This is an optimization exercise on Yosys and OpenROAD, whose aim is small area and a short achievable clock period, not a production implementation. In this exercise RTL edits were held to simulation tests only and were not proved equivalent to the original. No activity file was given, so power comes from the tool's default toggle rates.

build 76:
// ks_add
module ks_add #(
    parameter N = 64
)
(
    input  logic         clk,
    input  logic         rstn_,
    input  logic         en,
    input  logic [N-1:0] a,
    input  logic [N-1:0] b,
    output logic [N-1:0] out
);
    logic [5:0] c_reg;                   
    logic [5:0] c_nxt;                   
    logic [N-1:0] d;                       
    logic [N-1:0] gx, tx;                  
    logic ld, hd;                          
    assign ld = rstn_ & en;
    assign hd = rstn_ & !en;
    ks_gt #(.W(N)) u_gt (.a(a), .b(b), .g(gx), .t(tx));
    ks_chunk10_first u_chunk0 (
        .g(gx[9:0]),
        .t(tx[9:0]),
        .q(out[9:0]),
        .ld(ld),
        .hd(hd),
        .d(d[9:0]),
        .cd(c_nxt[0])
    );
    ks_chunk9 u_chunk1 (
        .g(gx[18:10]),
        .t(tx[18:10]),
        .cin(c_reg[0]),
        .q(out[18:10]),
        .ld(ld),
        .hd(hd),
        .d(d[18:10]),
        .cd(c_nxt[1])
    );
    ks_chunk9 u_chunk2 (
        .g(gx[27:19]),
        .t(tx[27:19]),
        .cin(c_reg[1]),
        .q(out[27:19]),
        .ld(ld),
        .hd(hd),
        .d(d[27:19]),
        .cd(c_nxt[2])
    );
    ks_chunk9 u_chunk3 (
        .g(gx[36:28]),
        .t(tx[36:28]),
        .cin(c_reg[2]),
        .q(out[36:28]),
        .ld(ld),
        .hd(hd),
        .d(d[36:28]),
        .cd(c_nxt[3])
    );
    ks_chunk9 u_chunk4 (
        .g(gx[45:37]),
        .t(tx[45:37]),
        .cin(c_reg[3]),
        .q(out[45:37]),
        .ld(ld),
        .hd(hd),
        .d(d[45:37]),
        .cd(c_nxt[4])
    );
    ks_chunk9 u_chunk5 (
        .g(gx[54:46]),
        .t(tx[54:46]),
        .cin(c_reg[4]),
        .q(out[54:46]),
        .ld(ld),
        .hd(hd),
        .d(d[54:46]),
        .cd(c_nxt[5])
    );
  ...
Size in the first run: roughly 800 cells after synthesis, about 70 flip-flops, roughly 200 I/O pins, about 4800 sq um of cells after synthesis.
==> flow/config.mk <==
export PLATFORM = sky130hd
export DESIGN_NAME = ks_add
export DESIGN_NICKNAME = ks_add
export VERILOG_FILES = /design/flow/design.v
export SDC_FILE = /design/flow/constraint.sdc
export NUM_CORES = 4
export LEC_CHECK = 0
export ABC_AREA = 1
export CAP_MARGIN = 20
export CORE_MARGIN = 2
export CORE_UTILIZATION = 45
export CTS_BUF_LIST = sky130_fd_sc_hd__clkbuf_4
export SETUP_SLACK_MARGIN = 0.7
export SLEW_MARGIN = 20
export SYNTH_HIERARCHICAL = 1
export SYNTH_MINIMUM_KEEP_SIZE = 0
==> flow/constraint.sdc <==
create_clock -name core_clock -period 2.0 [get_ports {clk}]
set_input_delay 0.4000 -clock core_clock [delete_from_list [all_inputs] [get_ports {clk}]]
set_output_delay 0.4000 -clock core_clock [all_outputs]
set_load 0.01 [all_outputs]
standard.sh (not shown) runs the stock make flow with config.mk's settings and CLKGATE_MAP_FILE= SYNTH_SCRIPT=/design/flow/synth_recipe.tcl, a recipe that flattens the netlist after the stock synthesis.
==> flow/flow/run.sh <==
#!/bin/bash
# The standard layout, except that the input and output ports get the
# smallest buffer cell instead of the one buffer_ports picks by itself.
set -euo pipefail
export BUFFER_PORTS_ARGS="-buffer_cell sky130_fd_sc_hd__buf_1"
bash standard.sh finish > standard_flow.log 2>&1
--- input diff build 76..build 75 ---
- swapping sky130_fd_sc_hd__clkbuf_4 for sky130_fd_sc_hd__clkbuf_8 in CTS_BUF_LIST
## What came out
Build 75: full flow OK, the timing, design-rule and antenna checks passed. Compared with build 76, cell count in build 75 decreased slightly. Diff build 76..build 75 | synthesized area | negligible. Summary — total vias in the final route, build 75 relative to build 76: lower, by about 0.9%. Going from build 76 to build 75, worst hold slack grows by 68 ps. Between build 75 and build 76, it is build 75 whose global-route wire length before repair is lower, by 4.0%. Compared with build 76, power consumption in build 75 decreased by a few percent. Build 76 -> build 75: upper clock frequency limit increased by a few percent. In build 75, the final critical path time including I/O delays and setup came out 33 ps below the value in build 76.
Here is what was changed in the inputs of build 23 compared with build 75.
- removing CTS_BUF_LIST (formerly sky130_fd_sc_hd__clkbuf_8)
- changing SETUP_SLACK_MARGIN from 0.7 to 0.8
### Flow results
- A cell at the slowest stage of the critical path of sky130_fd_sc_hd__edfxtp_1 is what build 23 shows, while sky130_fd_sc_hd__dfxtp_1 belongs to build 75.
- Worst slack at placement: build 23 worse than build 75
- The final worst hold slack of build 23 exceeds that of build 75 by 45 ps.
- Share of the cycle needed by the critical path after routing: lower on build 23
- The lower total routing usage reported by global routing of build 23 and build 75 is in build 75.
- Wire: build 23 routes more than build 75
- Wire length of the first global-routing pass on build 23 is up relative to build 75.
- Relative to build 75, delay of the slowest cell on the worst path has increased by 100 ps in build 23.
[inputs] build 24 vs build 23
- SETUP_SLACK_MARGIN: 0.8 -> 0.75
## What came out
- STATUS hold slack: build 24 loses against build 23
- Taking build 23 as the reference, in build 24 via count of the routed design dropped 0.85%; worst-case reg-to-reg path depth up 2; transition at the pin with the smallest max-transition slack +53 ps.
- Build 24 has utilization below what build 23 had.
- Build 23 reports its origin of the worst setup path as c_reg[5] while build 24 reports out[7].

========
ks_add, a different RTL version from the one above (not shown whole).
Size: about 70 flip-flops, ~5100 sq um of cells after synthesis.
Settings: LEC_CHECK=0, ABC_AREA=1, CAP_MARGIN=20, CORE_MARGIN=2, CORE_UTILIZATION=40, SLEW_MARGIN=20, SYNTH_HIERARCHICAL=1, SYNTH_MINIMUM_KEEP_SIZE=0; clock period 2.0 ns.
Scripts as last shown in full above: flow/flow/run.sh
Edit:
Settings changed: CTS_CLUSTER_DIAMETER set to 200, CTS_CLUSTER_SIZE set to 50.
Result: Synthesized cell count is unchanged; die area stays the same; global-route usage is unchanged; utilization is unchanged; worst setup slack is unchanged; synthesized area does not change; final cell count stays the same; combinational power hardly moves; clock power hardly moves; wire length stays the same.

========
## v3
ks_add with an RTL version that a note above also has.
Size: about 800 cells after synthesis, ~70 flip-flops, roughly 200 I/O pins.
==> flow/config.mk <==
export PLATFORM = sky130hd
export DESIGN_NAME = ks_add
export DESIGN_NICKNAME = ks_add
export VERILOG_FILES = /design/flow/design.v
export SDC_FILE = /design/flow/constraint.sdc
export NUM_CORES = 4
export LEC_CHECK = 0
export ABC_AREA = 1
export CAP_MARGIN = 20
export CORE_MARGIN = 2
export CORE_UTILIZATION = 45
export SLEW_MARGIN = 20
export SYNTH_HIERARCHICAL = 1
export SYNTH_MINIMUM_KEEP_SIZE = 0
==> flow/constraint.sdc <==
create_clock -name core_clock -period 2.0 [get_ports {clk}]
set_input_delay 0.4000 -clock core_clock [delete_from_list [all_inputs] [get_ports {clk}]]
set_output_delay 0.4000 -clock core_clock [all_outputs]
set_load 0.01 [all_outputs]
Scripts as last shown in full above: flow/flow/run.sh
## Diff of input files: v27 against v3
- CORE_UTILIZATION changed from 45 to 35
==> run summary <==
- v27: full flow OK, the timing, design-rule and antenna checks passed
- Compare v27 and v3 | clock power share higher: v27
- v27 ended with more first-pass GRT wire length than v3.
- Against v3, v27 reports a worst path required time that is higher.
- met2 track demand over resource in global routing on v27 is down relative to v3.
- Final net count: v27 vs v3 — no meaningful difference
- Going from v3 to v27, total number of cells along the worst setup path grows by 5.
## Diff of input files: v33 against v27
- CORE_UTILIZATION: 35 -> 45
- SETUP_SLACK_MARGIN: unset -> 0.6
==> comparison <==
v33 ends up with a worst hold slack that is 0.013 ns lower than in v27. | internal power consumption | v33 vs v27 | better |. There was hardly any difference in cell depth of the worst flop-to-flop path between v33 and v27. v33 reports its beginning of the critical path as out[19] while v27 reports c_reg[2]. From v27 to v33 the numbers moved as follows: wire length on met1 fell 770 µm; tap cell instance count lower; total power density per cell area decreased by 3.6% relative to the old numbers; static leakage dropped 0.041 nW. Diff v33..v27 | count of multi-input combinational gates | unchanged. Of v27 and v33, the lower die area belongs to v33.
For v14, these inputs were changed with respect to v33:
- a change of CORE_UTILIZATION from 45 to 50
- a change of SETUP_SLACK_MARGIN from 0.6 to 0.7
[summary]
Each of the runs, namely v33 and v14, reached the end of the flow and came out clean.
On v14: wire length of the first global-routing pass is 2.2% lower than what v33 gave.
v14 contains more vias than v33.
Sort v33 and v14 by cell area after layout asc -> top: v33
[v14 vs v33] routed wire length: higher in v14
On post-synthesis to final-layout area growth: between v33 and v14, it ends up lower for v33.
NOTE: areal power density over the cells in v14 falls short of that of v33
For v21, these inputs were changed with respect to v14:
- PLACE_DENSITY now 0.7, previously not set
- CORE_UTILIZATION now 45, was 50
Findings:
Higher final period utilization among v14 and v21: v14
[compare] base=v14 new=v21: switching power total fell about 4.5%, total wire length fell 940 µm, final critical delay including setup and external delays fell 0.0089 ns.
Comparing v14 and v21, post-layout worst setup margin is higher on v21.

========
Another version of the RTL of ks_add (not shown whole).
Size in the first run: ~810 cells after synthesis, ~200 I/O pins, roughly 4800 um^2 of cells after synthesis.
clock: 2.0 ns
lec_check: 0
abc_area: 1
cap_margin: 20
core_margin: 2
core_utilization: 45
place_density: 0.7
setup_slack_margin: 0.66
slew_margin: 20
synth_hierarchical: 1
synth_minimum_keep_size: 0
Scripts as last shown in full above: flow/flow/run.sh
Edit:
--- a/flow/config.mk
+++ b/flow/config.mk
@@ -12,3 +12,3 @@
 export PLACE_DENSITY = 0.7
-export SETUP_SLACK_MARGIN = 0.66
+export SETUP_SLACK_MARGIN = 0.7
 export SLEW_MARGIN = 20
Result:
- critical path depth stays the same
- non-clock buffer count does not change
- final cell count is unchanged
- clock skew is about the same
- routed wire length hardly moves
- total power came out higher by about 1%
- count of clock-buffer cells in the layout came out higher by 2

========
Setup of PW:
Starting RTL as in the previous note.
// ks_add
module ks_add #(
    parameter N = 64
)
(
    input  logic         clk,
    input  logic         rstn_,
    input  logic         en,
    input  logic [N-1:0] a,
    input  logic [N-1:0] b,
    output logic [N-1:0] out
);
    logic [5:0] c_reg;                   
    logic [5:0] c_nxt;                   
    logic [N-1:0] d;                       
    logic [N-1:0] gx, tx;                  
    logic ld, hd;                          
    assign ld = rstn_ & en;
    assign hd = rstn_ & !en;
    ks_gt #(.W(N)) u_gt (.a(a), .b(b), .g(gx), .t(tx));
    ks_chunk10_first u_chunk0 (
        .g(gx[9:0]),
        .t(tx[9:0]),
        .q(out[9:0]),
        .ld(ld),
        .hd(hd),
        .d(d[9:0]),
        .en(en),
        .cq(c_reg[0]),
        .cd(c_nxt[0])
    );
    ks_chunk9 u_chunk1 (
        .g(gx[18:10]),
        .t(tx[18:10]),
        .cin(c_reg[0]),
        .q(out[18:10]),
        .ld(ld),
        .hd(hd),
        .d(d[18:10]),
        .en(en),
        .cq(c_reg[1]),
        .cd(c_nxt[1])
    );
    ks_chunk9 u_chunk2 (
        .g(gx[27:19]),
        .t(tx[27:19]),
        .cin(c_reg[1]),
        .q(out[27:19]),
        .ld(ld),
        .hd(hd),
        .d(d[27:19]),
        .en(en),
        .cq(c_reg[2]),
  ...
export LEC_CHECK = 0
export ABC_AREA = 1
export CAP_MARGIN = 5
export CORE_MARGIN = 2
export CORE_UTILIZATION = 45
export PLACE_DENSITY = 0.7
export SETUP_SLACK_MARGIN = 0.7
export SLEW_MARGIN = 5
export SYNTH_HIERARCHICAL = 1
export SYNTH_MINIMUM_KEEP_SIZE = 0
create_clock -name core_clock -period 2.0 [get_ports {clk}]
Scripts as last shown in full above: flow/flow/run.sh
PW ran to completion and came out clean on the timing, design-rule and antenna checks.
Modified inputs, AL compared to PW
--- a/flow/config.mk
+++ b/flow/config.mk
@@ -8,3 +8,3 @@
 export ABC_AREA = 1
-export CAP_MARGIN = 5
+export CAP_MARGIN = 20
 export CORE_MARGIN = 2
@@ -12,4 +12,3 @@
 export PLACE_DENSITY = 0.7
-export SETUP_SLACK_MARGIN = 0.7
-export SLEW_MARGIN = 5
+export SLEW_MARGIN = 20
 export SYNTH_HIERARCHICAL = 1
- Fmax | AL vs PW | AL slower
- Of the two values seen for type of the setup path with the least slack, in -> reg was produced by AL and reg -> out by PW.
- Compared with PW, AL degrades worst setup slack.
- Between PW and AL, critical path depth increased.

what the ideal ports hide:
No port has a modelled driver above. Below, the same layouts with a new extraction and two added sets of constraints. Step 1 sets driving cells, clkbuf_16 on the clock port and buf_2 on the other inputs (assumed; they add their load-dependent delay and slew). Step 2, shift: input delay + t, output delay - t, t = (earliest + latest rising clock arrival at the registers) / 2. This alone moves slack from input paths to output paths. Slacks: ideal ports / drivers / drivers and shift; pairs: ideal ports / drivers.
| run | t (ns) | setup WS [ns] | latest minus earliest clock arrival (ns) | pins driven straight from the clock port |
|---|---|---|---|---|
| build 76 | 0.449 | 0.705 / 0.675 / 0.380 | 0.015 / 0.015 | 1 |
| build 75 | 0.374 | 0.738 / 0.705 / 0.443 | 0.012 / 0.011 | 1 |
| build 23 | 0.376 | 0.763 / 0.760 / 0.455 | 0.011 / 0.011 | 1 |
| build 24 | 0.394 | 0.767 / 0.735 / 0.411 | 0.011 / 0.011 | 1 |
| the first run of note 2 | 0.372 | 0.653 / 0.672 / 0.300 | 0.005 / 0.004 | 1 |
| the second run of note 2 | 0.372 | 0.653 / 0.672 / 0.300 | 0.005 / 0.004 | 1 |
| v3 | 0.383 | 0.701 / 0.667 / 0.336 | 0.010 / 0.010 | 1 |
| v27 | 0.370 | 0.685 / 0.685 / 0.369 | 0.007 / 0.008 | 1 |
| v33 | 0.383 | 0.701 / 0.667 / 0.336 | 0.010 / 0.010 | 1 |
| v14 | 0.378 | 0.739 / 0.708 / 0.414 | 0.013 / 0.013 | 1 |
| v21 | 0.356 | 0.748 / 0.716 / 0.459 | 0.018 / 0.019 | 1 |
| the first run of note 4 | 0.358 | 0.714 / 0.682 / 0.420 | 0.013 / 0.014 | 1 |
| the second run of note 4 | 0.367 | 0.747 / 0.716 / 0.446 | 0.012 / 0.013 | 1 |
| PW | 0.367 | 0.747 / 0.716 / 0.446 | 0.012 / 0.013 | 1 |
| AL | 0.357 | 0.696 / 0.688 / 0.352 | 0.014 / 0.013 | 1 |
After both steps every run listed still meets setup and hold.
